What follows belongs to an exercise in optimizing a design on an open flow for a short achievable clock period and few clock cycles; a production flow would make more cautious choices. At most, simulation tests tie the RTL to the original design; equivalence was not proved. Function not checked in runs 1, 2 and 5: the RTL went through the layout flow alone. No activity file was given, so power comes from the tool's default toggle rates.

==> flow/design.v, too long to show whole: its modules and the start of the top module <==
// module x2: 3 lines
// module mj3: 3 lines
// module mul_pipe: 3523 lines
// module gcell: 4 lines
// module gcell_g: 3 lines
// module kx2: 3 lines
// module ks_add32: 302 lines
// module MIPS_Pipe: 297 lines
// module dff_r: 9 lines
// module dff: 7 lines
// module beq_cmp: 16 lines
// module eq32: 3 lines
// module late_sel: 7 lines
// module fwd3: 7 lines
// module fwd_slice: 13 lines
// module stall_calc: 13 lines
// module inc4: 16 lines
// module and2m: 3 lines
// module btb: 101 lines
// module btb_match: 8 lines
// module add10: 3 lines
// module dec5: 6 lines
// module rd10: 9 lines
// module ao6: 8 lines
module MIPS_Pipe (
    input  clk, reset,
    input  [31:0] imem_rdata,
    input  [31:0] dmem_rdata,
    output [31:0] imem_addr,
    output [31:0] dmem_addr,
    output [31:0] dmem_wdata,
    output dmem_we
);
  // ...
==> flow/flow/run.sh <==
#!/bin/bash
set -euo pipefail
MARGIN=$(cat flow/setup_margin)
CTSD=$(cat flow/cts_buf_distance)
RES=orfs/results/${FLOW_PLATFORM}/MIPS_Pipe/base
bash standard.sh SETUP_SLACK_MARGIN="$MARGIN" CTS_BUF_DISTANCE="$CTSD" 3_3_place_gp > flow_make_place.log 2>&1
openroad -no_init -exit -threads "${NUM_CORES:-8}" flow/move_out_regs.tcl > flow_move_out_regs.log 2>&1
bash standard.sh SETUP_SLACK_MARGIN="$MARGIN" CTS_BUF_DISTANCE="$CTSD" > flow_make_rest.log 2>&1
==> flow/flow/cts_buf_distance <==
150
==> flow/flow/move_out_regs.tcl <==
# Move each flip-flop that drives an output port's buffer next to that buffer.
set odb orfs/results/$::env(FLOW_PLATFORM)/MIPS_Pipe/base/3_3_place_gp.odb
read_db $odb
set block [ord::get_db_block]
set core [$block getCoreArea]
set cx [expr {([$core xMin] + [$core xMax]) / 2}]
set cy [expr {([$core yMin] + [$core yMax]) / 2}]
set moved 0
foreach bt [$block getBTerms] {
  if {[$bt getIoType] ne "OUTPUT"} { continue }
  set net [$bt getNet]
  set buf ""
  foreach it [$net getITerms] { if {[$it isOutputSignal]} { set buf [$it getInst] } }
  if {$buf eq ""} { continue }
  set innet ""
  foreach it [$buf getITerms] { if {[$it isInputSignal]} { set innet [$it getNet] } }
  if {$innet eq ""} { continue }
  set ff ""
  set nload 0
  foreach it [$innet getITerms] {
    if {[$it isOutputSignal]} { set ff [$it getInst] } else { incr nload }
  }
  if {$ff eq "" || $nload != 1} { continue }
  if {![string match "*df*" [[$ff getMaster] getName]]} { continue }
  set loc [$buf getLocation]
  set x [lindex $loc 0]
  set y [lindex $loc 1]
  # a few microns from the buffer, towards the core centre
  set dx [expr {$cx > $x ? 3000 : -3000}]
  set dy [expr {$cy > $y ? 3000 : -3000}]
  $ff setLocation [expr {$x + $dx}] [expr {$y + $dy}]
  $ff setPlacementStatus PLACED
  incr moved
  puts "moved [$ff getName] next to [$buf getName] for [$bt getName]"
}
puts "moved $moved flip-flops"
write_db $odb
==> flow/flow/setup_margin <==
8.5
==> flow/standard.sh <==
#!/bin/bash
# synth_recipe.tcl (not shown) runs the flow's synth.tcl, then flattens the netlist and writes it again
# the make line also repeats each setting of config.mk as NAME=value (left out here)
make -C /OpenROAD-flow-scripts/flow DESIGN_CONFIG=/design/flow/config.mk WORK_HOME=/design/flow/orfs CLKGATE_MAP_FILE= SYNTH_SCRIPT=/design/flow/synth_recipe.tcl "${@:-finish}"
==> flow/config.mk <==
export PLATFORM = sky130hd
export DESIGN_NAME = MIPS_Pipe
export DESIGN_NICKNAME = MIPS_Pipe
export VERILOG_FILES = /design/flow/design.v
export SDC_FILE = /design/flow/constraint.sdc
export NUM_CORES = 8
export LEC_CHECK = 0
export CAP_MARGIN = 20
export CORE_MARGIN = 2
export CORE_UTILIZATION = 50
export CTS_CLUSTER_DIAMETER = 60
export CTS_CLUSTER_SIZE = 20
export SLEW_MARGIN = 20
export SYNTH_HIERARCHICAL = 1
==> flow/constraint.sdc <==
create_clock -name core_clock -period 12.0 [get_ports {clk}]
set_input_delay 2.4000 -clock core_clock [delete_from_list [all_inputs] [get_ports {clk}]]
set_output_delay 2.4000 -clock core_clock [all_outputs]
set_load 0.01 [all_outputs]
==> metrics.cfg, run 1 <==
[layout]
n_all_buffers = 795
inverters = 100
sh_seq_area = 0.415
instances_no_fill = 17400
nFillCells = 24500
top_regs = rf: 1024 flops, btb_u.jt: 416 flops, btb_u.tg: 160 flops
register_area_um2 = 72100

[yosys]
syn_avg_cell_area_um2 = 11.7

[worst_setup_path]
reg2reg_from = pc_f[5]
critPathRequiredTime_ps = 12840
critical_path_class = flip-flop to flip-flop

[timing]
finalHoldViolations = 0

[route]
vias = 117000
dr.max_layer_used = met5
m1WireLength_mm = 258

[pwr]
pg_seq_mw = 11.8
vdd_drop_max_mv = 0.138
internal_power_mw = 17.0
p_total_mw = 25.6

[global_route]
grtUsageMet1 = 0.558
gr-total-overflow = 0

[outcome]
status = complete, no violations

[clocking]
tritoncts = yes
cts_hold_buf = 0
cts_max_level = 4
clk-insertion-delay-late_ps = 1020
cts.sinks = 2641

[floorplan]
start_util = 0.503

[min_path]
holdCritPathClass = flip-flop to flip-flop

[placed_design]
dp_hpwl_mm = 411

==> inputs of run 2 (changes only) <==
==> flow/flow/run.sh (replaced) <==
#!/bin/bash
set -euo pipefail
MARGIN=$(cat flow/setup_margin)
CTSD=$(cat flow/cts_buf_distance)
RES=orfs/results/${FLOW_PLATFORM}/MIPS_Pipe/base
bash standard.sh SETUP_SLACK_MARGIN="$MARGIN" CTS_BUF_DISTANCE="$CTSD" \
    BUFFER_PORTS_ARGS="-buffer_cell sky130_fd_sc_hd__buf_4" 3_3_place_gp > flow_make_place.log 2>&1
openroad -no_init -exit -threads "${NUM_CORES:-8}" flow/move_out_regs.tcl > flow_move_out_regs.log 2>&1
bash standard.sh SETUP_SLACK_MARGIN="$MARGIN" CTS_BUF_DISTANCE="$CTSD" \
    BUFFER_PORTS_ARGS="-buffer_cell sky130_fd_sc_hd__buf_4" > flow_make_rest.log 2>&1
==> run 2 against run 1 <==
Critical endpoint is now pc_out.q[24]. Largest cell class unchanged. Sequential power about the same. Synthesized cell count did not move. First-iteration DRC count shrank 3.4%. Power increased by 0.30%. Setup slack worse by 48 ps. Register-to-register slack got worse by 50 ps.
==> metrics.cfg, run 2 <==
[outcome]
status = complete, no violations  ; unchanged

[pwr]
pwr-share-comb = 0.220  ; was 0.217
p_total_mw = 25.7  ; was 25.6 mW
p_per_area_nw_per_um2 = 147  ; about the same
pwr-share-seq = 0.457  ; was 0.460
power_frac_clock = 0.323  ; about the same
p_sw_frac = 0.331  ; was 0.337
total_leakage_power_nw = 75.7  ; was 75.5 nW
internal_power_mw = 17.2  ; was 17.0 mW
p_switching_mw = 8.49  ; was 8.62 mW
vdd_drop_max_mv = 0.160  ; was 0.138 mV

[timing]
period_minus_slack_ps = 3950  ; was 3900 ps
relSlewSlack = 0.157  ; was 0.0907
setup_tns_ps = 0  ; unchanged
skew_ps = 91.6  ; was 121 ps
fmax_ghz = 0.253  ; was 0.256 GHz
min_period_over_period = 0.329  ; was 0.325
fin_worst_hold_slack_ps = 302  ; was 329 ps
setup_violations = 0  ; unchanged
tightest_slew_ps = 1270  ; was 1360 ps
slew_violations = 0  ; unchanged
finalHoldViolations = 0  ; unchanged
rsz0062_at_grt = true  ; unchanged

[worst_setup_path]
crit_path_max_incr_delay_ps = 690  ; was 550 ps
cpLargestDelayFamily = simple AND/OR/NAND/NOR gates  ; unchanged
reg2reg_from = pc_f[4]  ; was pc_f[5]
ff2ff_setup_slack_ps = 8050  ; was 8100 ps
crit_path_start_kind = flip-flop  ; unchanged
cp.arrival_ps = 4790  ; was 4750 ps
cp_num_buf_inv = 5  ; unchanged
critical_path_class = flip-flop to flip-flop  ; unchanged
critical_path.max_fanout = 18  ; was 19
ff2ff_path_depth = 13  ; was 14
startpoint = pc_f[4]  ; was pc_f[5]
cp-end-kind = flip-flop  ; unchanged
cp_cell_sequence = buf_6 -> buf_4 -> nand3_1 -> nor4_4 -> buf_8 -> a22o_4 -> a221oi_2 -> nand4_1 -> a21o_1 -> and2_4 -> buf_12 -> buf_16 -> mux2_4  ; was buf_12 -> buf_4 -> nor4b_2 -> nand4_1 -> nor2_1 -> clkbuf_16 -> and2_4 -> or4_1 -> nand4b_1 -> buf_12 -> a21o_1 -> and2_2 -> buf_16 -> mux2_4
worstReg2RegEnd = pc_out.q[24]  ; was pc_out.q[12]
slowest_stage = nand4_1  ; was dfrtp_4
critPathRequiredTime_ps = 12840  ; about the same

[min_path]
holdCritPathClass = flip-flop to flip-flop  ; unchanged
hold_depth = 0  ; unchanged
whs_endpoint = btb_u.re_pc[9]  ; was btb_u.re_pc[4]
hold_start = bpc_e[9]  ; was bpc_e[4]

[layout]
largest_reg_flops = 1024  ; unchanged
multi_input_area_um2 = 79700  ; was 79500 um2
register_area_um2 = 72200  ; was 72100 um2
final_core_util = 0.582  ; was 0.579
drive_gt1_frac = 0.242  ; was 0.231
layout.nets = 13400  ; was 13300
nFillCells = 24400  ; was 24500
instances_no_fill = 17400  ; about the same
area_growth_pct = 15.7  ; was 15.1%
layout_common_cells = edfxtp_1, and2_1, xor2_1  ; unchanged
top_regs = rf: 1024 flops, btb_u.jt: 416 flops, btb_u.tg: 160 flops  ; unchanged
layout_commonest_cell = edfxtp_1  ; unchanged
top_register = rf  ; unchanged

[yosys]
ys_warn_count = 24  ; unchanged
syn_area_um2 = 151000  ; unchanged
synth_cells = 12900  ; unchanged
syn_avg_cell_area_um2 = 11.7  ; unchanged

[route]
vias_per_cell = 6.73  ; was 6.75
first_iter_violations = 17600  ; was 18200
wl_per_cell_um = 37.1  ; was 37.6 um
drc = 0  ; unchanged
dr.pass1.iters = 11  ; was 12
antenna_left = 0  ; unchanged
vias = 117000  ; about the same
wirelength_mm = 646  ; was 653 mm

[floorplan]
start_util = 0.503  ; unchanged
die_area_um2 = 306000  ; unchanged
fp.dieW_um = 553  ; unchanged
chipHeight_um = 553  ; unchanged
ios = 163  ; unchanged
coreArea_um2 = 300000  ; unchanged
fp-row-count = 201  ; unchanged

[placed_design]
dp_hpwl_mm = 399  ; was 411 mm
numPortBuffers = 162  ; unchanged
dp.cells = 16500  ; was 16600
routabilityCongestion = 0.998  ; was 0.978

[global_route]
grt_pass1_vias = 112000  ; was 111000
gr-total-overflow = 0  ; unchanged
grt_util_all_layers = 0.402  ; was 0.407
antenna_found_initial = 76  ; was 96
grt_pass1_wl_mm = 870  ; was 879 mm
grt_max_degree = 102  ; was 107

[flow_run]
drv_cap = 0  ; unchanged

[clocking]
cts.sinks = 2641  ; unchanged
cts_buffer_depth = 5  ; unchanged
cts_hold_buf = 0  ; unchanged
cts_buffers = 236  ; was 237
tritoncts = yes  ; unchanged
clk_pin_slew_ps = 90  ; was 80 ps
clk-insertion-delay-late_ps = 1000  ; was 1020 ps
cts_max_level = 4  ; unchanged
root_buffer = clkbuf_16  ; unchanged

## run 2: changes by cell type in the layout (fill, tap and decap cells not counted), moves of 16 or more
| cell | before | now |
|---|---|---|
| buf_6 | 123 | 159 |
| clkdlybuf4s50_1 | 36 | 0 |
| mux2i_4 | 26 | 42 |
| dfxtp_1 | 467 | 418 |
| buf_4 | 420 | 543 |
| o21ai_4 | 57 | 75 |
| buf_2 | 50 | 5 |
| o21ai_2 | 102 | 85 |
| dfxtp_2 | 153 | 197 |
## run 2: timing repair
action                                  4_1_cts  5_1_grt
resized for setup                           851      459
setup buffers                               161      204
endpoints found under the hold margin         0        0
gates cloned                                 31       26
pin swaps                                    51      254
endpoints found under the setup margin      666      523
## run 2: worst max-delay path by stage
stage                              end  slack (ps)  cells after the start
final                     pc_out.q[24]        8050                     13
after global routing      pc_out.q[24]        8060                     15
after CTS                      dmem_we        8080                      1
after detailed placement  pc_out.q[31]        5510                      9
after global placement        pc_f[29]        5600                      9
after floorplan               pc_f[30]        7950                      9
## run 2: power groups by stage
| stage | clock network, mW | logic [mW] | registers, mW |
|---|---|---|---|
| 2_1_floorplan | 0 | 2.98 | 11.4 |
| 3_3_place_gp | 0 | 4.68 | 11.9 |
| 3_5_place_dp | 0 | 4.77 | 11.9 |
| 4_1_cts | 8.31 | 5.29 | 11.7 |
| 5_1_grt | 8.66 | 5.81 | 11.8 |
| 6_report | 8.29 | 5.63 | 11.7 |
## run 2: through the flow
stage / instance area, um2 / worst slack (ps)
floorplan: 151000 / 7950
global placement: 157000 / 5600
detailed placement: 157000 / 5510
CTS: 170000 / 8080
global route: 175000 / 8060
finish: 175000 / 8050
## run 2: layer usage
metal,part of all wire,track usage
met2,0.42,0.576
met1,0.39,0.544
met4,0.056,0.189
met3,0.14,0.136
met5,0.00041,0.00125
## run 2: final cells by class
| type | count | share of cell area |
|---|---|---|
| Antenna cell | 35 | 0.000502 |
| Clock buffer | 271 | 0.0354 |
| Tap cell | 3958 | 0.0284 |
| Sequential cell | 2641 | 0.413 |
| Inverter | 100 | 0.00232 |
| Timing Repair Buffer | 854 | 0.0518 |
| Clock inverter | 159 | 0.0118 |
| Multi-Input combinational cell | 9408 | 0.456 |
==> module btb, before the edit <==
module btb (
    input clk, rst,
    input [9:0] pc,                     
    input ue_v, ue_taken,               
    input [9:0] ue_pc, ue_tgt,
    input ud_v,                         
    input [9:0] ud_pc,
    input [25:0] ud_jf,
    input fold_ok,                      
    output hit_t,                       
    output hit,                         
    output [9:0] tgt,
    output [25:0] nlow      
);
reg        v   [0:15];
reg        t   [0:15];
reg        fv  [0:15];
reg  [5:0] tag [0:15];
reg  [9:0] tg  [0:15];
reg [25:0] jt  [0:15];
reg        re_v, re_taken, rd_v;
reg  [9:0] re_pc, re_tgt, rd_pc;
reg [25:0] rd_jf;
always @(posedge clk) begin
    re_taken <= ue_taken;
    re_pc    <= ue_pc;
    re_tgt   <= ue_tgt;
    rd_pc    <= ud_pc;
    rd_jf    <= ud_jf;
end
wire [15:0] m;
genvar i;
generate for (i = 0; i < 16; i = i + 1) begin : e
    btb_match #(.I(i)) u (.pc(pc), .v(v[i]), .tag(tag[i]), .m(m[i]));
end endgenerate
reg ht, hf;
reg [9:0] tsel;
reg [25:0] nsel;
integer j;
always @(*) begin
    ht = 1'b0; hf = 1'b0; tsel = 10'd0; nsel = 26'd0;
    for (j = 0; j < 16; j = j + 1) begin
        ht = ht | (m[j] & t[j]);
        hf = hf | (m[j] & (t[j] | (fv[j] & fold_ok)));
        tsel = tsel | ({10{m[j]}} & tg[j]);
        nsel = nsel | ({26{m[j]}} & (t[j] ? {16'd0, tg[j]} : jt[j]));
    end
end
assign hit_t = ht;
assign hit = hf;
assign tgt = tsel;
assign nlow = nsel;
integer n;
always @(posedge clk or negedge rst) begin
    if (!rst) begin
        re_v <= 1'b0;
        rd_v <= 1'b0;
        for (n = 0; n < 16; n = n + 1) begin
            v[n] <= 1'b0; t[n] <= 1'b0; fv[n] <= 1'b0;
        end
    end else begin
        re_v <= ue_v;
        rd_v <= ud_v;
        for (n = 0; n < 16; n = n + 1) begin
            if (re_v && re_pc[3:0] == n && rd_v && rd_pc[3:0] == n && re_pc == rd_pc) begin
                v[n] <= 1'b1; t[n] <= re_taken; fv[n] <= 1'b1;
            end else if (re_v && re_pc[3:0] == n) begin
                if (v[n] && tag[n] == re_pc[9:4]) t[n] <= re_taken;
                else if (re_taken) begin
                    v[n] <= 1'b1; t[n] <= 1'b1; fv[n] <= 1'b0;
                end
            end else if (rd_v && rd_pc[3:0] == n) begin
                if (v[n] && tag[n] == rd_pc[9:4]) fv[n] <= 1'b1;
                else begin
                    v[n] <= 1'b1; t[n] <= 1'b0; fv[n] <= 1'b1;
                end
            end
        end
    end
end
integer q;
always @(posedge clk) begin
    for (q = 0; q < 16; q = q + 1) begin
        if (re_v && re_pc[3:0] == q && rd_v && rd_pc[3:0] == q && re_pc == rd_pc) begin
            tag[q] <= re_pc[9:4];
            if (re_taken) tg[q] <= re_tgt;
            jt[q] <= rd_jf;
        end else if (re_v && re_pc[3:0] == q) begin
            if (v[q] && tag[q] == re_pc[9:4]) begin
                if (re_taken) tg[q] <= re_tgt;
            end else if (re_taken) begin
                tag[q] <= re_pc[9:4];
                tg[q] <= re_tgt;
            end
        end else if (rd_v && rd_pc[3:0] == q) begin
            tag[q] <= rd_pc[9:4];
            jt[q] <= rd_jf;
        end
    end
end
endmodule
==> inputs of run 3 (changes only) <==
--- a/flow/design.v
+++ b/flow/design.v
@@ -4260,10 +4260,11 @@
     rd_pc    <= ud_pc;
     rd_jf    <= ud_jf;
 end
-wire [15:0] m;
+wire [15:0] m, mh;
 genvar i;
 generate for (i = 0; i < 16; i = i + 1) begin : e
-    btb_match #(.I(i)) u (.pc(pc), .v(v[i]), .tag(tag[i]), .m(m[i]));
+    btb_match #(.I(i)) u  (.pc(pc), .v(v[i]), .tag(tag[i]), .m(m[i]));
+    btb_match #(.I(i)) uh (.pc(pc), .v(v[i]), .tag(tag[i]), .m(mh[i]));
 end endgenerate
 reg ht, hf;
 reg [9:0] tsel;
@@ -4272,8 +4273,8 @@
 always @(*) begin
     ht = 1'b0; hf = 1'b0; tsel = 10'd0; nsel = 26'd0;
     for (j = 0; j < 16; j = j + 1) begin
-        ht = ht | (m[j] & t[j]);
-        hf = hf | (m[j] & (t[j] | (fv[j] & fold_ok)));
+        ht = ht | (mh[j] & t[j]);
+        hf = hf | (mh[j] & (t[j] | (fv[j] & fold_ok)));
         tsel = tsel | ({10{m[j]}} & tg[j]);
         nsel = nsel | ({26{m[j]}} & (t[j] ? {16'd0, tg[j]} : jt[j]));
     end
==> flow/flow/run.sh (replaced) <==
#!/bin/bash
set -euo pipefail
MARGIN=$(cat flow/setup_margin)
CTSD=$(cat flow/cts_buf_distance)
RES=orfs/results/${FLOW_PLATFORM}/MIPS_Pipe/base
bash standard.sh SETUP_SLACK_MARGIN="$MARGIN" CTS_BUF_DISTANCE="$CTSD" 3_3_place_gp > flow_make_place.log 2>&1
openroad -no_init -exit -threads "${NUM_CORES:-8}" flow/move_out_regs.tcl > flow_move_out_regs.log 2>&1
bash standard.sh SETUP_SLACK_MARGIN="$MARGIN" CTS_BUF_DISTANCE="$CTSD" > flow_make_rest.log 2>&1
==> run 3 against run 2 <==
Synthesized cell count down 0.43%. Still clean. Critical endpoint is now dmem_we. Largest cell class unchanged. Die area rose by 0.96%. Final area is 0.38% higher. Combinational power grew 9.9%. Area after synthesis grew 0.97%.
==> metrics.cfg, run 3 <==
[outcome]
status = complete, no violations  ; unchanged

[placed_design]
dp_hpwl_mm = 413  ; was 399 mm
dp.cells = 16600  ; was 16500
routabilityCongestion = 1.03  ; was 0.998
numPortBuffers = 162  ; unchanged

[route]
dr.max_layer_used = met5  ; unchanged
m1WireLength_mm = 233  ; was 252 mm
vias_per_cell = 6.62  ; was 6.73
first_iter_violations = 15100  ; was 17600
dr.pass1.iters = 14  ; was 11
vias = 115000  ; was 117000
wirelength_mm = 638  ; was 646 mm
wl_per_cell_um = 36.7  ; was 37.1 um
drc = 0  ; unchanged
antenna_left = 0  ; unchanged
met2_length_mm = 290  ; was 270 mm
wl_met3_mm = 60.5  ; was 87.5 mm

[layout]
drive_gt1_frac = 0.250  ; was 0.242
layout.nets = 13300  ; was 13400
instances_no_fill = 17400  ; about the same
largest_reg_flops = 1024  ; unchanged
area_growth_pct = 15.0  ; was 15.7%
layout_commonest_cell = edfxtp_1  ; unchanged
top_register = rf  ; unchanged
top_regs = rf: 1024 flops, btb_u.jt: 416 flops, btb_u.tg: 160 flops  ; unchanged
layout_common_cells = edfxtp_1, and2_1, xor2_1  ; unchanged

[yosys]
ys_warn_count = 24  ; unchanged
syn_area_um2 = 152000  ; was 151000 um2
syn_avg_cell_area_um2 = 11.9  ; was 11.7 um2
synth_cells = 12800  ; was 12900

[pwr]
total_leakage_power_nw = 75.4  ; was 75.7 nW
p_per_area_nw_per_um2 = 150  ; was 147 nW/um2
p_total_mw = 26.3  ; was 25.7 mW
vdd_drop_max_mv = 0.135  ; was 0.160 mV

[timing]
slew_violations = 0  ; unchanged
setup_violations = 0  ; unchanged
setup_tns_ps = 0  ; unchanged
fmax_ghz = 0.257  ; was 0.253 GHz
relSlewSlack = 0.176  ; was 0.157
period_minus_slack_ps = 3890  ; was 3950 ps
finalHoldViolations = 0  ; unchanged
tightest_slew_ps = 1230  ; was 1270 ps
rsz0062_at_grt = true  ; unchanged
skew_ps = 102  ; was 91.6 ps
min_period_over_period = 0.324  ; was 0.329

[clocking]
cts_buffers = 240  ; was 236
tritoncts = yes  ; unchanged
cts_max_level = 4  ; unchanged
cts_buffer_depth = 5  ; unchanged
clk_pin_slew_ps = 80  ; was 90 ps
cts.sinks = 2641  ; unchanged
cts_hold_buf = 0  ; unchanged
clk-insertion-delay-late_ps = 1020  ; was 1000 ps
root_buffer = clkbuf_16  ; unchanged

[global_route]
gr-total-overflow = 0  ; unchanged
grt_pass1_vias = 112000  ; about the same
grt_max_degree = 105  ; was 102
antenna_found_initial = 93  ; was 76
grt_util_all_layers = 0.397  ; was 0.402
grt_pass1_wl_mm = 867  ; was 870 mm

[min_path]
holdCritPathClass = flip-flop to flip-flop  ; unchanged
whs_endpoint = btb_u.re_pc[8]  ; was btb_u.re_pc[9]
hold_depth = 0  ; unchanged
hold_start = bpc_e[8]  ; was bpc_e[9]

[worst_setup_path]
crit_path_max_incr_delay_ps = 370  ; was 690 ps
cp_cell_sequence = buf_2  ; was buf_6 -> buf_4 -> nand3_1 -> nor4_4 -> buf_8 -> a22o_4 -> a221oi_2 -> nand4_1 -> a21o_1 -> and2_4 -> buf_12 -> buf_16 -> mux2_4
critical_path_class = flip-flop to primary output  ; was flip-flop to flip-flop
crit_path_start_kind = flip-flop  ; unchanged
critical_path.max_fanout = 1  ; was 18
ff2ff_setup_slack_ps = 8360  ; was 8050 ps
cpLargestDelayFamily = flip-flops  ; was simple AND/OR/NAND/NOR gates
cp-end-kind = primary output  ; was flip-flop
cp.arrival_ps = 1490  ; was 4790 ps
reg2reg_from = fwd[0].a.sw  ; was pc_f[4]
critPathRequiredTime_ps = 9600  ; was 12840 ps
ff2ff_path_depth = 14  ; was 13
slowest_stage = dfrtp_1  ; was nand4_1
worstReg2RegEnd = addr_out.q[24]  ; was pc_out.q[24]
cp_num_buf_inv = 1  ; was 5

[floorplan]
coreArea_um2 = 303000  ; was 300000 um2
start_util = 0.503  ; about the same
die_area_um2 = 309000  ; was 306000 um2
ios = 163  ; unchanged
fp-row-count = 202  ; was 201
chipHeight_um = 556  ; was 553 um
fp.dieW_um = 556  ; was 553 um

[flow_run]
drv_cap = 0  ; unchanged

run 3: how the worst max path moves through the flow:
stage / startpoint / endpoint / slack, ps / depth (start not counted)
global route: we_m / dmem_we / 8090 / 1
floorplan: imem_rdata[26] / pc_f[7] / 7980 / 10
detailed placement: imem_rdata[29] / pc_out.q[31] / 6070 / 10
CTS: we_m / dmem_we / 8080 / 1
global placement: imem_rdata[29] / pc_f[31] / 6220 / 10
finish: we_m / dmem_we / 8110 / 1
run 3: per-layer routing:
metal / track usage / vias up
met3: 0.0817 / 2044
met1: 0.487 / 57900
met5: 0 / -
li1: - / 48100
met4: 0.274 / 22
met2: 0.628 / 6896
run 3: report_power, final:
part	leakage (nW)	internal (mW)	switching (mW)
registers	24.8	10.8	1.12
logic	46.6	2.40	3.79
clock network	4.01	4.12	4.08
run 3: what timing repair did:
action | 4_1_cts | 5_1_grt
gates resized for setup | 1179 | 509
setup endpoints to repair | 1209 | 635
setup buffers | 127 | 138
pin swaps | 116 | 270
gates cloned | 24 | 19
run 3: area by class of cell:
cell class | count | area (um2)
inverter | 99 | 397
sequential | 2641 | 72100
multi-input combinational | 9367 | 81100
timing repair buffer | 780 | 8250
timing repair inverter | 2 | 12.5
antenna | 66 | 165
fill | 24700 | 128000
tap | 3978 | 4980
clock buffer | 276 | 6280
clock inverter | 159 | 2030
run 3: stage by stage:
step                hold WS (ps)  area, um2  utilization  worst slack [ps]
floorplan                    310     153000            -              7980
global placement             310     159000        0.524              6220
detailed placement           312     159000        0.524              6070
CTS                          307     171000        0.565              8080
global route                 319     175000        0.578              8090
finish                       298     175000        0.578              8110
Testbench counts of run 3, summed over its fixed seeds: cycles 105,474.
==> inputs of run 4 (changes only) <==
==> flow/flow/cts_buf_distance (replaced) <==
200
--- a/flow/config.mk
+++ b/flow/config.mk
@@ -8,7 +8,7 @@
 export CAP_MARGIN = 20
 export CORE_MARGIN = 2
 export CORE_UTILIZATION = 50
-export CTS_CLUSTER_DIAMETER = 60
-export CTS_CLUSTER_SIZE = 20
+export CTS_CLUSTER_DIAMETER = 80
+export CTS_CLUSTER_SIZE = 24
 export SLEW_MARGIN = 20
 export SYNTH_HIERARCHICAL = 1
==> run 4 against run 3 <==
Setup slack better by 94 ps. Wire length is 0.32% lower. Maximum frequency is 2.5% higher. Critical endpoint unchanged. Power is 7.0% lower. Clock-buffer cell count is 66 lower. Non-clock buffer count is 5 higher. Critical path depth stayed put. Area after synthesis stayed put. Synthesized cell count stayed put. Cell count is 0.78% lower.
==> metrics.cfg, run 4 <==
[floorplan]
fp-row-count = 202  ; unchanged
coreArea_um2 = 303000  ; unchanged
fp.dieW_um = 556  ; unchanged
die_area_um2 = 309000  ; unchanged
chipHeight_um = 556  ; unchanged
ios = 163  ; unchanged
start_util = 0.503  ; unchanged

[timing]
tightest_slew_ps = 1240  ; was 1230 ps
skew_ps = 66.2  ; was 102 ps
setup_violations = 0  ; unchanged
fin_worst_hold_slack_ps = 296  ; was 298 ps
period_minus_slack_ps = 3790  ; was 3890 ps
setup_tns_ps = 0  ; unchanged
rsz0062_at_grt = true  ; unchanged
slew_violations = 0  ; unchanged
relSlewSlack = 0.174  ; was 0.176
min_period_over_period = 0.316  ; was 0.324
finalHoldViolations = 0  ; unchanged
fmax_ghz = 0.264  ; was 0.257 GHz

[layout]
top_register = rf  ; unchanged
layout_common_cells = edfxtp_1, xor2_1, and2_1  ; was edfxtp_1, and2_1, xor2_1
area_growth_pct = 13.1  ; was 15.0%
layout_commonest_cell = edfxtp_1  ; unchanged
nFillCells = 24900  ; was 24700
largest_reg_flops = 1024  ; unchanged
drive_gt1_frac = 0.241  ; was 0.250
top_regs = rf: 1024 flops, btb_u.jt: 416 flops, btb_u.tg: 160 flops  ; unchanged
final_area_um2 = 172000  ; was 175000 um2
layout.nets = 13200  ; was 13300

[global_route]
use_met3 = 0.0767  ; was 0.0817
grt_max_degree = 105  ; unchanged
use_met2 = 0.628  ; about the same
grt-busiest-layer = met2  ; unchanged
grt_pass1_wl_mm = 863  ; was 867 mm
grtUsageMet1 = 0.488  ; was 0.487
antenna_found_initial = 87  ; was 93
gr-total-overflow = 0  ; unchanged
grt_pass1_vias = 111000  ; was 112000
grt_util_all_layers = 0.395  ; was 0.397

[clocking]
clk-insertion-delay-late_ps = 890  ; was 1020 ps
cts_max_level = 4  ; unchanged
clk_pin_slew_ps = 100  ; was 80 ps
cts_buffer_depth = 4  ; was 5
cts_hold_buf = 0  ; unchanged
cts.sinks = 2641  ; unchanged
tritoncts = yes  ; unchanged
cts_buffers = 165  ; was 240
root_buffer = clkbuf_16  ; unchanged

[pwr]
p_total_mw = 24.5  ; was 26.3 mW
vdd_drop_max_mv = 0.141  ; was 0.135 mV
total_leakage_power_nw = 74.1  ; was 75.4 nW
p_per_area_nw_per_um2 = 142  ; was 150 nW/um2

[worst_setup_path]
cp_num_buf_inv = 1  ; unchanged
cp-end-kind = primary output  ; unchanged
critical_path_class = flip-flop to primary output  ; unchanged
crit_path_max_incr_delay_ps = 380  ; was 370 ps
critPathRequiredTime_ps = 9600  ; about the same
critical_path.max_fanout = 1  ; unchanged
cp.arrival_ps = 1390  ; was 1490 ps
ff2ff_setup_slack_ps = 8290  ; was 8360 ps
slowest_stage = dfrtp_1  ; unchanged
crit_path_start_kind = flip-flop  ; unchanged
cpLargestDelayFamily = flip-flops  ; unchanged
cp_cell_sequence = buf_2  ; unchanged

[yosys]
syn_avg_cell_area_um2 = 11.9  ; unchanged
synth_cells = 12800  ; unchanged
syn_area_um2 = 152000  ; unchanged
ys_warn_count = 24  ; unchanged

[min_path]
holdCritPathClass = flip-flop to flip-flop  ; unchanged

[route]
vias_per_cell = 6.65  ; was 6.62
first_iter_violations = 14800  ; was 15100
wl_per_cell_um = 36.9  ; was 36.7 um
wirelength_mm = 636  ; was 638 mm
dr.pass1.iters = 10  ; was 14
drc = 0  ; unchanged
vias = 115000  ; about the same
antenna_left = 0  ; unchanged

[placed_design]
dp_hpwl_mm = 413  ; unchanged
numPortBuffers = 162  ; unchanged
routabilityCongestion = 1.03  ; unchanged
post_dp_cell_area_um2 = 159000  ; unchanged

[outcome]
status = complete, no violations  ; unchanged

[flow_run]
drv_cap = 0  ; unchanged

## run 4: final timing paths
check | from | to | cells after the start
min | bpc_e[2] | btb_u.re_pc[2] | 0
max reg2reg | res_w[9] | pc_out.q[9] | 14
min reg2reg | bpc_e[2] | btb_u.re_pc[2] | 0
max in group asynchronous | reset | btb_u.v[12] | 3
max | we_m | dmem_we | 1
min in group asynchronous | reset | pc_f[28] | 1
## run 4: final cells by class
cell class	instances	area [um2]	area share
Sequential cell	2641	72100	0.418
Clock inverter	80	1090	0.00634
Inverter	99	397	0.00230
Tap cell	3978	4980	0.0289
Clock buffer	210	4490	0.0260
Timing Repair Buffer	785	8240	0.0478
Antenna cell	70	175	0.00102
Timing Repair inverter	2	12.5	0.0000726
Multi-Input combinational cell	9368	80800	0.469
## run 4: what timing repair did
| action | CTS | global route |
|---|---|---|
| buffers inserted | 113 | 157 |
| pin swaps | 112 | 233 |
| resized for setup | 1204 | 476 |
| gates cloned | 27 | 17 |
| endpoints found under the setup margin | 1221 | 552 |
## run 4: routing by layer
metal	share of wire	vias up
li1	-	47900
met1	0.37	57800
met2	0.46	7032
met3	0.095	1956
met4	0.081	28
met5	0.00028	-
## run 4: report_power, final
group / switching (mW) / total, mW / leakage [nW] / internal (mW)
clock: 3.53 / 6.42 / 2.69 / 2.88
combinational: 3.78 / 6.15 / 46.6 / 2.38
sequential: 1.11 / 11.9 / 24.8 / 10.8
total: 8.42 / 24.5 / 74.1 / 16.1
## run 4: metrics by stage
stage	setup slack [ps]	cells	utilization
after floorplan	7980	12800	-
after global placement	6220	16600	0.524
after detailed placement	6070	16600	0.524
after CTS	8180	17000	0.555
after global routing	8180	17200	0.568
final	8210	17200	0.569
## run 4: worst register-to-register path, delay by kind of cell (launching register included)
kind | cells | cell delay, ps
buffers and inverters | 5 | 760
flip-flops | 1 | 410
XOR/XNOR | 1 | 140
AO/OA/AOI/OAI | 1 | 250
multiplexers | 3 | 1000
AND/OR/NAND/NOR | 4 | 1030
==> module MIPS_Pipe, before the edit <==
module MIPS_Pipe (
    input  clk, reset,
    input  [31:0] imem_rdata,
    input  [31:0] dmem_rdata,
    output [31:0] imem_addr,
    output [31:0] dmem_addr,
    output [31:0] dmem_wdata,
    output dmem_we
);
genvar k;
reg  [31:0] pc_f;
wire [31:0] pc_in;
wire [31:0] pc_in_o;
dff #(.W(32)) pc_out (.clk(clk), .d(pc_in_o), .q(imem_addr));
reg z, boot;
always @(posedge clk) z <= ~reset;
always @(posedge clk or negedge reset)
    if (!reset) boot <= 1'b1;
    else boot <= 1'b0;
wire fetch_ok = ~boot | z;
wire        j_f    = (imem_rdata[31:26] == 6'b000010);
wire        hit_t_f, bhit_f;
wire [9:0]  btgt_f;
wire [25:0] blow_f;
wire        ue_v, ud_v;
wire [9:0]  ud_pc;
wire [25:0] ud_jf;
wire        fold_ok = ~&pc_f[27:12];
btb btb_u (.clk(clk), .rst(reset), .pc(pc_f[11:2]),
           .ue_v(ue_v), .ue_pc(bpc_e), .ue_taken(taken_e), .ue_tgt(bt_e[11:2]),
           .ud_v(ud_v), .ud_pc(ud_pc), .ud_jf(ud_jf), .fold_ok(fold_ok),
           .hit_t(hit_t_f), .hit(bhit_f), .tgt(btgt_f), .nlow(blow_f));
wire [31:0] pcp4_f;
inc4 inc_f (.a(pc_f), .y(pcp4_f));
wire [31:0] jt_f   = {pcp4_f[31:28], imem_rdata[25:0], 2'b00};
wire [31:0] btb_pc_f = {pc_f[31:28], blow_f[25:10] | ({16{hit_t_f}} & pc_f[27:12]), blow_f[9:0], 2'b00};
wire        predt_f = hit_t_f & ~j_f;
wire [29:0] immp1_f = {{14{imem_rdata[15]}}, imem_rdata[15:0]} + 30'd1;
wire [31:0] immx_f  = {immp1_f, 2'b00};
wire [5:0]  op_f  = imem_rdata[31:26];
wire [5:0]  fn_f  = imem_rdata[5:0];
wire is_r_f    = (op_f == 6'b000000);
wire is_addi_f = (op_f == 6'b001000);
wire is_lw_f   = (op_f == 6'b100011);
wire is_sw_f   = (op_f == 6'b101011);
wire is_beq_f  = (op_f == 6'b000100);
wire use_imm_f = is_addi_f | is_lw_f | is_sw_f;
wire [4:0] dst_f = is_r_f ? imem_rdata[15:11] : imem_rdata[20:16];
wire [19:0] dec_f = {
    op_f == 6'b000010,                                   
    is_r_f & (fn_f == 6'b011100),                        
    is_r_f & (fn_f == 6'b101010),                        
    is_r_f & (fn_f == 6'b100101),                        
    is_r_f & (fn_f == 6'b100100),                        
    is_r_f & (fn_f == 6'b100010),                        
    use_imm_f | (is_r_f & (fn_f == 6'b100000)),          
    dst_f,                                               
    (is_r_f | is_addi_f | is_lw_f) & (dst_f != 5'd0),    
    is_r_f | is_beq_f,                                   
    is_r_f | use_imm_f | is_beq_f,                       
    use_imm_f,                                           
    is_beq_f,                                            
    is_sw_f,                                             
    is_lw_f,                                             
    predt_f & ~is_beq_f                                  
};
reg         valid_d;
reg  [31:0] instr_d, pc_d;
reg  [19:0] dec_d;
reg   [9:0] btgt_d;
reg         same_d;    
reg         predt_d;
reg  [31:0] immx_d;
wire [31:0] pcp4_d;
inc4 inc_d (.a(pc_d), .y(pcp4_d));
wire [4:0]  rs_d  = instr_d[25:21];
wire [4:0]  rt_d  = instr_d[20:16];
wire [31:0] imm_d = {{16{instr_d[15]}}, instr_d[15:0]};
wire is_j_d    = dec_d[19];
wire mul_d     = dec_d[18];
wire slt_d     = dec_d[17];
wire or_d      = dec_d[16];
wire and_d     = dec_d[15];
wire sub_d     = dec_d[14];
wire add_d     = dec_d[13];
wire [4:0] dst_d = dec_d[12:8];
wire wr_d      = dec_d[7];
wire uses_rt_d = dec_d[6];
wire uses_rs_d = dec_d[5];
wire use_imm_d = dec_d[4];
wire is_beq_d  = dec_d[3];
wire is_sw_d   = dec_d[2];
wire is_lw_d   = dec_d[1];
wire fix_d     = dec_d[0];
reg        wr_e, lw_e, mul_e, sw_e;
reg  [4:0] dst_e;
reg        wr_m, lw_m, mul_m;
reg  [4:0] dst_m;
reg        wr_w;
reg  [4:0] dst_w;
reg [31:0] res_m, res_w;
wire [31:0] mul_p;
wire [31:0] res_mc, res_wr;
wire [31:0] res_w_d = lw_m ? dmem_rdata : mul_m ? mul_p : res_m;
dff #(.W(32)) res_wr_u (.clk(clk), .d(res_w_d), .q(res_wr));
wire [31:0] wdata_w = res_wr;
reg [31:0] rf [1:31];
reg [31:1] rf_ok;
wire [31:0] rf_rs = (rs_d == 5'd0) ? 32'd0 :
                    (wr_w && dst_w == rs_d) ? wdata_w : (rf[rs_d] & {32{rf_ok[rs_d]}});
wire [31:0] rf_rt = (rt_d == 5'd0) ? 32'd0 :
                    (wr_w && dst_w == rt_d) ? wdata_w : (rf[rt_d] & {32{rf_ok[rt_d]}});
wire [4:0] rs_f = imem_rdata[25:21];
wire [31:1] rs_f_hot;
wire [309:0] rf_lo10;
generate for (k = 1; k < 32; k = k + 1) begin : rflo
    assign rf_lo10[10*(k-1)+9:10*(k-1)] = rf[k][9:0] & {10{rf_ok[k]}};
end endgenerate
dec5 rs_f_dec (.a(rs_f), .y(rs_f_hot));
wire [9:0] base10_f;
rd10 rs_f_rd (.sel(rs_f_hot), .d(rf_lo10), .y(base10_f));
wire rs_e_hit = wr_e && dst_e == rs_d;
wire rt_e_hit = wr_e && dst_e == rt_d;
wire rs_m_hit = wr_m && dst_m == rs_d;
wire rt_m_hit = wr_m && dst_m == rt_d;
wire [2:0] stall_x;
generate for (k = 0; k < 3; k = k + 1) begin : stl
    stall_calc u (.valid(valid_d), .uses_rs(uses_rs_d), .uses_rt(uses_rt_d), .is_sw(is_sw_d),
        .rs(rs_d), .rt(rt_d), .wr_e(wr_e), .lw_e(lw_e), .mul_e(mul_e), .dst_e(dst_e),
        .stall(stall_x[k]));
end endgenerate
wire stall_pc = stall_x[0];
wire stall_dr = stall_x[1];
wire stall_d  = stall_x[2];
wire [31:0] bt_d;
wire bt_cout;
ks_add32 bt_add (.a(pc_d), .b(immx_d), .cin(1'b0), .s(bt_d), .cout(bt_cout));
wire redir_d  = valid_d & ~stall_d  & fix_d;
wire redir_pc = valid_d & ~stall_pc & fix_d;
wire hold_pc = stall_pc | ~fetch_ok | ~reset;
wire s_hold = hold_pc;
wire s_rd   = ~hold_pc & redir_pc;
wire s_j    = ~hold_pc & ~redir_pc & j_f;
wire s_p    = ~hold_pc & ~redir_pc & ~j_f;    
reg  [9:0] raw10, base10_d;
reg        fresh_d;
wire [9:0] base10_e = fresh_d ? raw10 : base10_d;
reg        el_e;
reg        wl_v;
reg  [4:0] wl_dst;
reg  [9:0] wl_val;
wire rs_w_hit  = wr_w && dst_w == rs_d;
wire rs_l_hit  = wl_v && wl_dst == rs_d;
wire [9:0] imm10 = instr_d[9:0];
wire [9:0] a10_m, a10_w, a10_l, a10_r;
add10 ad_m (.a(res_m[9:0]), .b(imm10), .y(a10_m));
add10 ad_w (.a(res_w[9:0]), .b(imm10), .y(a10_w));
add10 ad_l (.a(wl_val),     .b(imm10), .y(a10_l));
add10 ad_r (.a(base10_e),   .b(imm10), .y(a10_r));
wire [9:0] addr10_d = (rs_d == 5'd0) ? imm10 : rs_m_hit ? a10_m :
                      rs_w_hit ? a10_w : rs_l_hit ? a10_l : a10_r;
wire el_d = valid_d & is_lw_d & ~rs_e_hit & ~(rs_m_hit & (lw_m | mul_m)) & ~sw_e & ~lw_e;
wire [3:0] sel_next = {rs_e_hit, ~rs_e_hit & rs_m_hit,
                       ~use_imm_d & rt_e_hit, ~use_imm_d & ~rt_e_hit & rt_m_hit};
reg  [31:0] opa_e, opb_e, sd_e, bt_e, pcp4_e;
reg   [9:0] btgt_e;
reg         same_e;
reg  [19:0] pch_e;
reg         fa_m_e, fa_w_e, fb_m_e, fb_w_e, fs_m_e, fs_w_e, fs_l_e;
reg         add_e, sub_e, and_e, or_e, slt_e, beq_e, predt_e;
reg   [9:0] bpc_e;
wire [31:0] a_e, b_e, s_e;
generate for (k = 0; k < 4; k = k + 1) begin : fwd
    fwd_slice #(.W(8)) a (.clk(clk), .sm_d(sel_next[3]), .sw_d(sel_next[2]),
        .m(res_m[8*k+7:8*k]), .w(res_w[8*k+7:8*k]), .r(opa_e[8*k+7:8*k]), .y(a_e[8*k+7:8*k]));
    fwd_slice #(.W(8)) b (.clk(clk), .sm_d(sel_next[1]), .sw_d(sel_next[0]),
        .m(res_m[8*k+7:8*k]), .w(res_w[8*k+7:8*k]), .r(opb_e[8*k+7:8*k]), .y(b_e[8*k+7:8*k]));
end endgenerate
fwd3 fwd_s (.sm(fs_m_e), .sw(fs_w_e), .m(res_mc), .w(res_w), .r(sd_e),  .y(s_e));
wire [31:0] sum_e, diff_e;
wire        c_sum_e, c_diff_e;
ks_add32 add_u (.a(a_e), .b(b_e),  .cin(1'b0), .s(sum_e),  .cout(c_sum_e));
ks_add32 sub_u (.a(a_e), .b(~b_e), .cin(1'b1), .s(diff_e), .cout(c_diff_e));
wire        lt_e   = ~c_diff_e;    
wire [31:0] alu_e  = ({32{add_e}} & sum_e) | ({32{sub_e}} & diff_e) |
                     ({32{and_e}} & (a_e & b_e)) | ({32{or_e}} & (a_e | b_e)) |
                     {31'd0, slt_e & lt_e} | ({32{el_e}} & dmem_rdata);
wire taken_e;
beq_cmp cmp_u (.res_m(res_mc), .res_w(res_w), .opa(opa_e), .opb(opb_e),
               .fa_m(fa_m_e), .fa_w(fa_w_e), .fb_m(fb_m_e), .fb_w(fb_w_e),
               .taken(taken_e));
wire tmatch_e = (pch_e == bt_e[31:12]) & (btgt_e == bt_e[11:2]);
wire redir_t = beq_e & (predt_e ? ~tmatch_e : ~same_e);
wire redir_n = beq_e & predt_e & ~(same_e & tmatch_e);
wire [31:0] pc_t0, pc_n0;
ao6 pcsel_t (.s({redir_t, {4{~redir_t}} & {s_hold, s_rd, s_j, s_p}}),
             .x5(bt_e), .x4(pc_f), .x3(pcp4_d), .x2(jt_f), .x1(pcp4_f), .y(pc_t0));
ao6 pcsel_n (.s({redir_n, {4{~redir_n}} & {s_hold, s_rd, s_j, s_p}}),
             .x5(pcp4_e), .x4(pc_f), .x3(pcp4_d), .x2(jt_f), .x1(pcp4_f), .y(pc_n0));
wire is_nop_d = ~wr_d & ~is_sw_d & ~is_beq_d & ~is_j_d;
assign ue_v  = beq_e & (taken_e | predt_e);
assign ud_v  = valid_d & (is_j_d | is_nop_d);
assign ud_pc = pc_d[11:2] - 10'd1;
assign ud_jf = is_j_d ? instr_d[25:0] : pcp4_d[27:2];
wire vd = stall_d ? valid_d : ~redir_d;
wire b0 = stall_d | ~valid_d;
wire valid_d_next, bubble_d;
wire [31:0] pc_tn, pc_tn_o;
wire bsel;
late_sel #(.W(35)) tsel_u (.s(taken_e),
    .x1({pc_t0, ~redir_t & vd, redir_t | b0, s_p & ~redir_t}),
    .x0({pc_n0, ~redir_n & vd, redir_n | b0, s_p & ~redir_n}),
    .y({pc_tn, valid_d_next, bubble_d, bsel}));
late_sel #(.W(32)) tsel_o (.s(taken_e), .x1(pc_t0), .x0(pc_n0), .y(pc_tn_o));
late_sel #(.W(32)) bsel_u (.s(bhit_f & bsel), .x1(btb_pc_f), .x0(pc_tn),   .y(pc_in));
late_sel #(.W(32)) bsel_o (.s(bhit_f & bsel), .x1(btb_pc_f), .x0(pc_tn_o), .y(pc_in_o));
mul_pipe mul_u (.clk(clk), .res_m(res_mc), .res_w(res_w),
                .opa(opa_e), .opb(opb_e), .sel_d(sel_next), .p(mul_p));
reg  [31:0] sd_m;
reg         we_m;
dff #(.W(32)) addr_out (.clk(clk), .d(el_d ? {22'd0, addr10_d} : alu_e), .q(dmem_addr));
dff #(.W(32)) res_mc_u (.clk(clk), .d(alu_e),   .q(res_mc));
assign dmem_wdata = sd_m;
assign dmem_we    = we_m;
integer i;
always @(posedge clk or negedge reset) begin
    if (!reset) begin
        pc_f <= 32'd0;
        valid_d <= 1'b0;
        predt_d <= 1'b0;
        wr_e <= 1'b0; lw_e <= 1'b0; mul_e <= 1'b0; dst_e <= 5'd0; el_e <= 1'b0;
        sw_e <= 1'b0; beq_e <= 1'b0; predt_e <= 1'b0;
        wr_m <= 1'b0; lw_m <= 1'b0; mul_m <= 1'b0; dst_m <= 5'd0; we_m <= 1'b0;
        wr_w <= 1'b0; dst_w <= 5'd0;
        rf_ok <= 31'd0;
        wl_v  <= 1'b0;
    end else begin
        pc_f    <= pc_in;
        valid_d <= valid_d_next & fetch_ok;
        if (!stall_dr) predt_d <= predt_f;
        wr_e  <= wr_d & ~bubble_d;
        lw_e  <= is_lw_d & ~el_d & ~bubble_d;
        el_e  <= el_d & ~bubble_d;
        mul_e <= mul_d & ~bubble_d;
        sw_e  <= is_sw_d & ~bubble_d;
        beq_e <= is_beq_d & ~bubble_d;
        dst_e <= dst_d;
        predt_e <= predt_d;
        wr_m  <= wr_e;
        lw_m  <= lw_e;
        mul_m <= mul_e;
        dst_m <= dst_e;
        we_m  <= sw_e;
        wr_w  <= wr_m;
        dst_w <= dst_m;
        if (wr_w) rf_ok[dst_w] <= 1'b1;
        wl_v  <= wr_w;
    end
end
always @(posedge clk) begin
    raw10    <= base10_f;
    fresh_d  <= ~stall_dr;
    base10_d <= rs_w_hit ? wdata_w[9:0] : rs_l_hit ? wl_val : base10_e;
    wl_dst   <= dst_w;
    wl_val   <= wdata_w[9:0];
    if (!stall_dr) begin
        instr_d <= imem_rdata;
        dec_d   <= dec_f;
        pc_d    <= pc_f;
        btgt_d  <= btgt_f;
        same_d  <= (imem_rdata[15:0] == 16'd0);
        immx_d  <= immx_f;
    end
    add_e <= add_d & ~el_d;
    sub_e <= sub_d;
    and_e <= and_d;
    or_e  <= or_d;
    slt_e <= slt_d;
    {fa_m_e, fa_w_e, fb_m_e, fb_w_e} <= sel_next;
    fs_m_e <= rt_e_hit & ~lw_e;
    fs_w_e <= ~rt_e_hit & rt_m_hit;
    fs_l_e <= rt_e_hit & lw_e;
    opa_e  <= rf_rs;
    opb_e  <= use_imm_d ? imm_d : rf_rt;
    sd_e   <= rf_rt;
    bt_e   <= bt_d;
    pcp4_e <= pcp4_d;
    btgt_e <= btgt_d;
    same_e <= same_d;
    pch_e  <= pc_d[31:12];
    bpc_e  <= pc_d[11:2];
    res_m  <= alu_e;
    if (wr_w) rf[dst_w] <= wdata_w;
    sd_m   <= fs_l_e ? dmem_rdata : s_e;
    res_w  <= res_w_d;
end
endmodule
==> inputs of run 5 (changes only) <==
--- a/flow/design.v
+++ b/flow/design.v
@@ -3862,11 +3862,11 @@
 wire        j_f    = (imem_rdata[31:26] == 6'b000010);
 wire        hit_t_f, bhit_f;
 wire [9:0]  btgt_f;
-wire [25:0] blow_f;
+wire [9:0]  blow_f;
 wire        ue_v, ud_v;
 wire [9:0]  ud_pc;
-wire [25:0] ud_jf;
-wire        fold_ok = ~&pc_f[27:12];
+wire [9:0]  ud_jf;
+wire        fold_ok = (pc_f[31:12] == 20'd0);
 btb btb_u (.clk(clk), .rst(reset), .pc(pc_f[11:2]),
            .ue_v(ue_v), .ue_pc(bpc_e), .ue_taken(taken_e), .ue_tgt(bt_e[11:2]),
            .ud_v(ud_v), .ud_pc(ud_pc), .ud_jf(ud_jf), .fold_ok(fold_ok),
@@ -3874,7 +3874,7 @@
 wire [31:0] pcp4_f;
 inc4 inc_f (.a(pc_f), .y(pcp4_f));
 wire [31:0] jt_f   = {pcp4_f[31:28], imem_rdata[25:0], 2'b00};
-wire [31:0] btb_pc_f = {pc_f[31:28], blow_f[25:10] | ({16{hit_t_f}} & pc_f[27:12]), blow_f[9:0], 2'b00};
+wire [31:0] btb_pc_f = {pc_f[31:12], blow_f, 2'b00};
 wire        predt_f = hit_t_f & ~j_f;
 wire [29:0] immp1_f = {{14{imem_rdata[15]}}, imem_rdata[15:0]} + 30'd1;
 wire [31:0] immx_f  = {immp1_f, 2'b00};
@@ -4040,9 +4040,10 @@
              .x5(pcp4_e), .x4(pc_f), .x3(pcp4_d), .x2(jt_f), .x1(pcp4_f), .y(pc_n0));
 wire is_nop_d = ~wr_d & ~is_sw_d & ~is_beq_d & ~is_j_d;
 assign ue_v  = beq_e & (taken_e | predt_e);
-assign ud_v  = valid_d & (is_j_d | is_nop_d);
+assign ud_v  = valid_d & (is_j_d | is_nop_d) & (pc_d[31:12] == 20'd0) & (pc_d[11:2] != 10'd0) &
+               (is_j_d ? (instr_d[25:10] == 16'd0) : (pcp4_d[31:12] == 20'd0));
 assign ud_pc = pc_d[11:2] - 10'd1;
-assign ud_jf = is_j_d ? instr_d[25:0] : pcp4_d[27:2];
+assign ud_jf = is_j_d ? instr_d[9:0] : pcp4_d[11:2];
 wire vd = stall_d ? valid_d : ~redir_d;
 wire b0 = stall_d | ~valid_d;
 wire valid_d_next, bubble_d;
@@ -4237,22 +4238,22 @@
     input [9:0] ue_pc, ue_tgt,
     input ud_v,                         
     input [9:0] ud_pc,
-    input [25:0] ud_jf,
+    input [9:0] ud_jf,
     input fold_ok,                      
     output hit_t,                       
     output hit,                         
     output [9:0] tgt,
-    output [25:0] nlow      
+    output [9:0] nlow       
 );
 reg        v   [0:15];
 reg        t   [0:15];
 reg        fv  [0:15];
 reg  [5:0] tag [0:15];
 reg  [9:0] tg  [0:15];
-reg [25:0] jt  [0:15];
+reg  [9:0] jt  [0:15];
 reg        re_v, re_taken, rd_v;
 reg  [9:0] re_pc, re_tgt, rd_pc;
-reg [25:0] rd_jf;
+reg  [9:0] rd_jf;
 always @(posedge clk) begin
     re_taken <= ue_taken;
     re_pc    <= ue_pc;
@@ -4268,15 +4269,15 @@
 end endgenerate
 reg ht, hf;
 reg [9:0] tsel;
-reg [25:0] nsel;
+reg [9:0] nsel;
 integer j;
 always @(*) begin
-    ht = 1'b0; hf = 1'b0; tsel = 10'd0; nsel = 26'd0;
+    ht = 1'b0; hf = 1'b0; tsel = 10'd0; nsel = 10'd0;
     for (j = 0; j < 16; j = j + 1) begin
         ht = ht | (mh[j] & t[j]);
         hf = hf | (mh[j] & (t[j] | (fv[j] & fold_ok)));
         tsel = tsel | ({10{m[j]}} & tg[j]);
-        nsel = nsel | ({26{m[j]}} & (t[j] ? {16'd0, tg[j]} : jt[j]));
+        nsel = nsel | ({10{m[j]}} & (t[j] ? tg[j] : jt[j]));
     end
 end
 assign hit_t = ht;
==> run 5 against run 4 <==
Highest routed layer unchanged. Still clean on timing, DRC and antenna. Hold slack improved by 34 ps. Clock skew fell by 5.7 ps. Global-route usage rose by 0.52 points.
==> metrics.cfg, run 5 <==
[outcome]
status = complete, no violations  ; unchanged

[worst_setup_path]
cpLargestDelayFamily = flip-flops  ; unchanged
cp_num_buf_inv = 1  ; unchanged
cp-end-kind = primary output  ; unchanged
startpoint = we_m  ; unchanged
critical_path_class = flip-flop to primary output  ; unchanged
cp.depth = 1  ; unchanged
crit_path_max_incr_delay_ps = 380  ; about the same
reg2reg_from = pc_f[5]  ; was res_w[9]
cp-endpoint = dmem_we  ; unchanged
critical_path.max_fanout = 1  ; unchanged
worstReg2RegEnd = pc_out.q[31]  ; was pc_out.q[9]
cp.arrival_ps = 1360  ; was 1390 ps
slowest_stage = dfrtp_1  ; unchanged
ff2ff_path_depth = 12  ; was 14
crit_path_start_kind = flip-flop  ; unchanged
critPathRequiredTime_ps = 9600  ; about the same
cp_cell_sequence = buf_2  ; unchanged
ff2ff_setup_slack_ps = 8280  ; was 8290 ps

[route]
wirelength_mm = 603  ; was 636 mm
antenna_left = 0  ; unchanged
vias_per_cell = 6.66  ; was 6.65
vias = 110000  ; was 115000
dr.max_layer_used = met5  ; unchanged
dr.pass1.iters = 13  ; was 10
wl_met3_mm = 71.0  ; was 60.7 mm
wl_per_cell_um = 36.5  ; was 36.9 um
m1WireLength_mm = 240  ; was 233 mm
met2_length_mm = 257  ; was 290 mm
first_iter_violations = 16000  ; was 14800
drc = 0  ; unchanged

[floorplan]
fp-row-count = 196  ; was 202
die_area_um2 = 289000  ; was 309000 um2
start_util = 0.501  ; was 0.503
coreArea_um2 = 284000  ; was 303000 um2
fp.dieW_um = 538  ; was 556 um
chipHeight_um = 538  ; was 556 um
ios = 163  ; unchanged

[clocking]
clk-insertion-delay-late_ps = 870  ; was 890 ps
cts_hold_buf = 0  ; unchanged
clk_pin_slew_ps = 100  ; about the same
cts_max_level = 4  ; unchanged
cts.sinks = 2369  ; was 2641
tritoncts = yes  ; unchanged
cts_buffer_depth = 4  ; unchanged
cts_buffers = 151  ; was 165
root_buffer = clkbuf_16  ; unchanged

[placed_design]
numPortBuffers = 162  ; unchanged
dp_hpwl_mm = 388  ; was 413 mm
dp.cells = 15800  ; was 16600
routabilityCongestion = 1.00  ; was 1.03
dpl_worst_slack_ps = 5590  ; was 6070 ps

[global_route]
grt_pass1_vias = 105000  ; was 111000
antenna_found_initial = 78  ; was 87
grt_pass1_wl_mm = 818  ; was 863 mm
gr-total-overflow = 0  ; unchanged
grt_util_all_layers = 0.400  ; was 0.395
grt_max_degree = 120  ; was 105

[layout]
nFillCells = 24000  ; was 24900
top_register = rf  ; unchanged
drive_gt1_frac = 0.238  ; was 0.241
area_growth_pct = 13.3  ; was 13.1%
instances_no_fill = 16500  ; was 17200
layout_common_cells = edfxtp_1, and2_1, xor2_1  ; was edfxtp_1, xor2_1, and2_1
largest_reg_flops = 1024  ; unchanged
layout.nets = 12700  ; was 13200
layout_commonest_cell = edfxtp_1  ; unchanged
top_regs = rf: 1024 flops, btb_u.jt: 160 flops, btb_u.tg: 160 flops  ; was rf: 1024 flops, btb_u.jt: 416 flops, btb_u.tg: 160 flops

[pwr]
p_per_area_nw_per_um2 = 134  ; was 142 nW/um2
total_leakage_power_nw = 70.3  ; was 74.1 nW
vdd_drop_max_mv = 0.156  ; was 0.141 mV

[timing]
setup_tns_ps = 0  ; unchanged
rsz0062_at_grt = true  ; unchanged
skew_ps = 60.5  ; was 66.2 ps
setup_violations = 0  ; unchanged
slew_violations = 0  ; unchanged
min_period_over_period = 0.313  ; was 0.316
period_minus_slack_ps = 3760  ; was 3790 ps
finalHoldViolations = 0  ; unchanged
fin_ws_ps = 8240  ; was 8210 ps
tightest_slew_ps = 1220  ; was 1240 ps
relSlewSlack = 0.184  ; was 0.174
fmax_ghz = 0.266  ; was 0.264 GHz

[yosys]
synth_cells = 12300  ; was 12800
syn_avg_cell_area_um2 = 11.6  ; was 11.9 um2
syn_area_um2 = 143000  ; was 152000 um2
ys_warn_count = 24  ; unchanged

[min_path]
holdCritPathClass = flip-flop to flip-flop  ; unchanged

[flow_run]
drv_cap = 0  ; unchanged

run 5: final cells by class:
class,instances,area (um2),area share
Multi-Input combinational cell,9149,78900,0.488
Sequential cell,2369,64100,0.397
Timing Repair Buffer,835,8330,0.0516
Tap cell,3762,4710,0.0291
Clock buffer,192,4140,0.0257
Clock inverter,71,855,0.00529
Inverter,90,364,0.00225
Antenna cell,31,77.6,0.000480
Timing Repair inverter,2,10.0,0.0000620
run 5: timing repair:
action	4_1_cts	5_1_grt
resized for setup	1117	469
gates cloned	21	18
buffers inserted	126	205
pin swaps	150	178
endpoints found under the setup margin	626	510
run 5: layer usage:
metal / GRT usage / vias to the layer above
li1: - / 45800
met1: 0.551 / 55600
met2: 0.590 / 7025
met3: 0.0989 / 1546
met4: 0.190 / 16
met5: 0 / -
run 5: through the flow:
stage                      util  cell area [um2]  power, mW  hold WS, ps
after floorplan               -           143000       13.0          310
after global placement    0.522           149000       15.2          311
after detailed placement  0.522           149000       15.2          312
after CTS                 0.552           157000       21.1          333
after global routing      0.568           161000       22.1          337
final                     0.568           161000       21.6          330
run 5: worst reg2reg max path, delay by kind of cell (launching register included):
kind	cells	cell delay, ps
simple gates	5	1300
compound gates	3	680
mux	1	380
buf+inv	3	610
flops	1	630
run 5: worst min path at each step:
stage	start	endpoint	slack [ps]	cells past startpoint
4_1_cts	bpc_e[7]	btb_u.re_pc[7]	330	0
2_1_floorplan	bpc_e[0]	btb_u.re_pc[0]	310	0
3_3_place_gp	bpc_e[4]	btb_u.re_pc[4]	310	0
6_report	bpc_e[1]	btb_u.re_pc[1]	330	0
5_1_grt	bpc_e[5]	btb_u.re_pc[5]	340	0
3_5_place_dp	bpc_e[1]	btb_u.re_pc[1]	310	0
run 5: report_power, final:
part | switching, mW | internal, mW | total [mW] | leakage (nW)
clock network | 3.15 | 2.66 | 5.81 | 2.45
registers | 0.870 | 9.33 | 10.2 | 21.5
logic | 3.42 | 2.15 | 5.57 | 46.4

-- what the ideal ports hide --
Ports are ideal in the flow. The routed layouts listed here were re-timed in OpenROAD.
Step 1, drivers: a clkbuf_16 drives clk and a buf_2 each remaining input, both assumed.
Step 2 adds t to the input delays and takes it off the output delays; t is the mean of the earliest and latest rising clock arrival at the registers after step 1. Input paths then give back, and output paths get back, about the clock's delay inside the block.
Three values: ideal ports, drivers, drivers and shift; two values: the first two.
| run | shift t [ns] | slack for setup (ns) | worst slew at a driven data input, ns | pins driven straight from the clock port |
|---|---|---|---|---|
| run 1 | 1.066 | 8.098 / 8.043 / 7.050 | 0.28 | 1 |
| run 2 | 1.048 | 8.049 / 7.985 / 7.215 | 0.26 | 1 |
| run 3 | 1.068 | 8.115 / 8.018 / 7.307 | 0.22 | 1 |
| run 4 | 0.960 | 8.209 / 8.103 / 7.355 | 0.21 | 1 |
| run 5 | 0.942 | 8.239 / 8.050 / 7.108 | 0.42 | 1 |
After both steps every run listed still meets setup and hold. For run 5, which loses most, drivers alone change the setup slack by -0.189 ns; drivers and shift together by -1.131 ns.
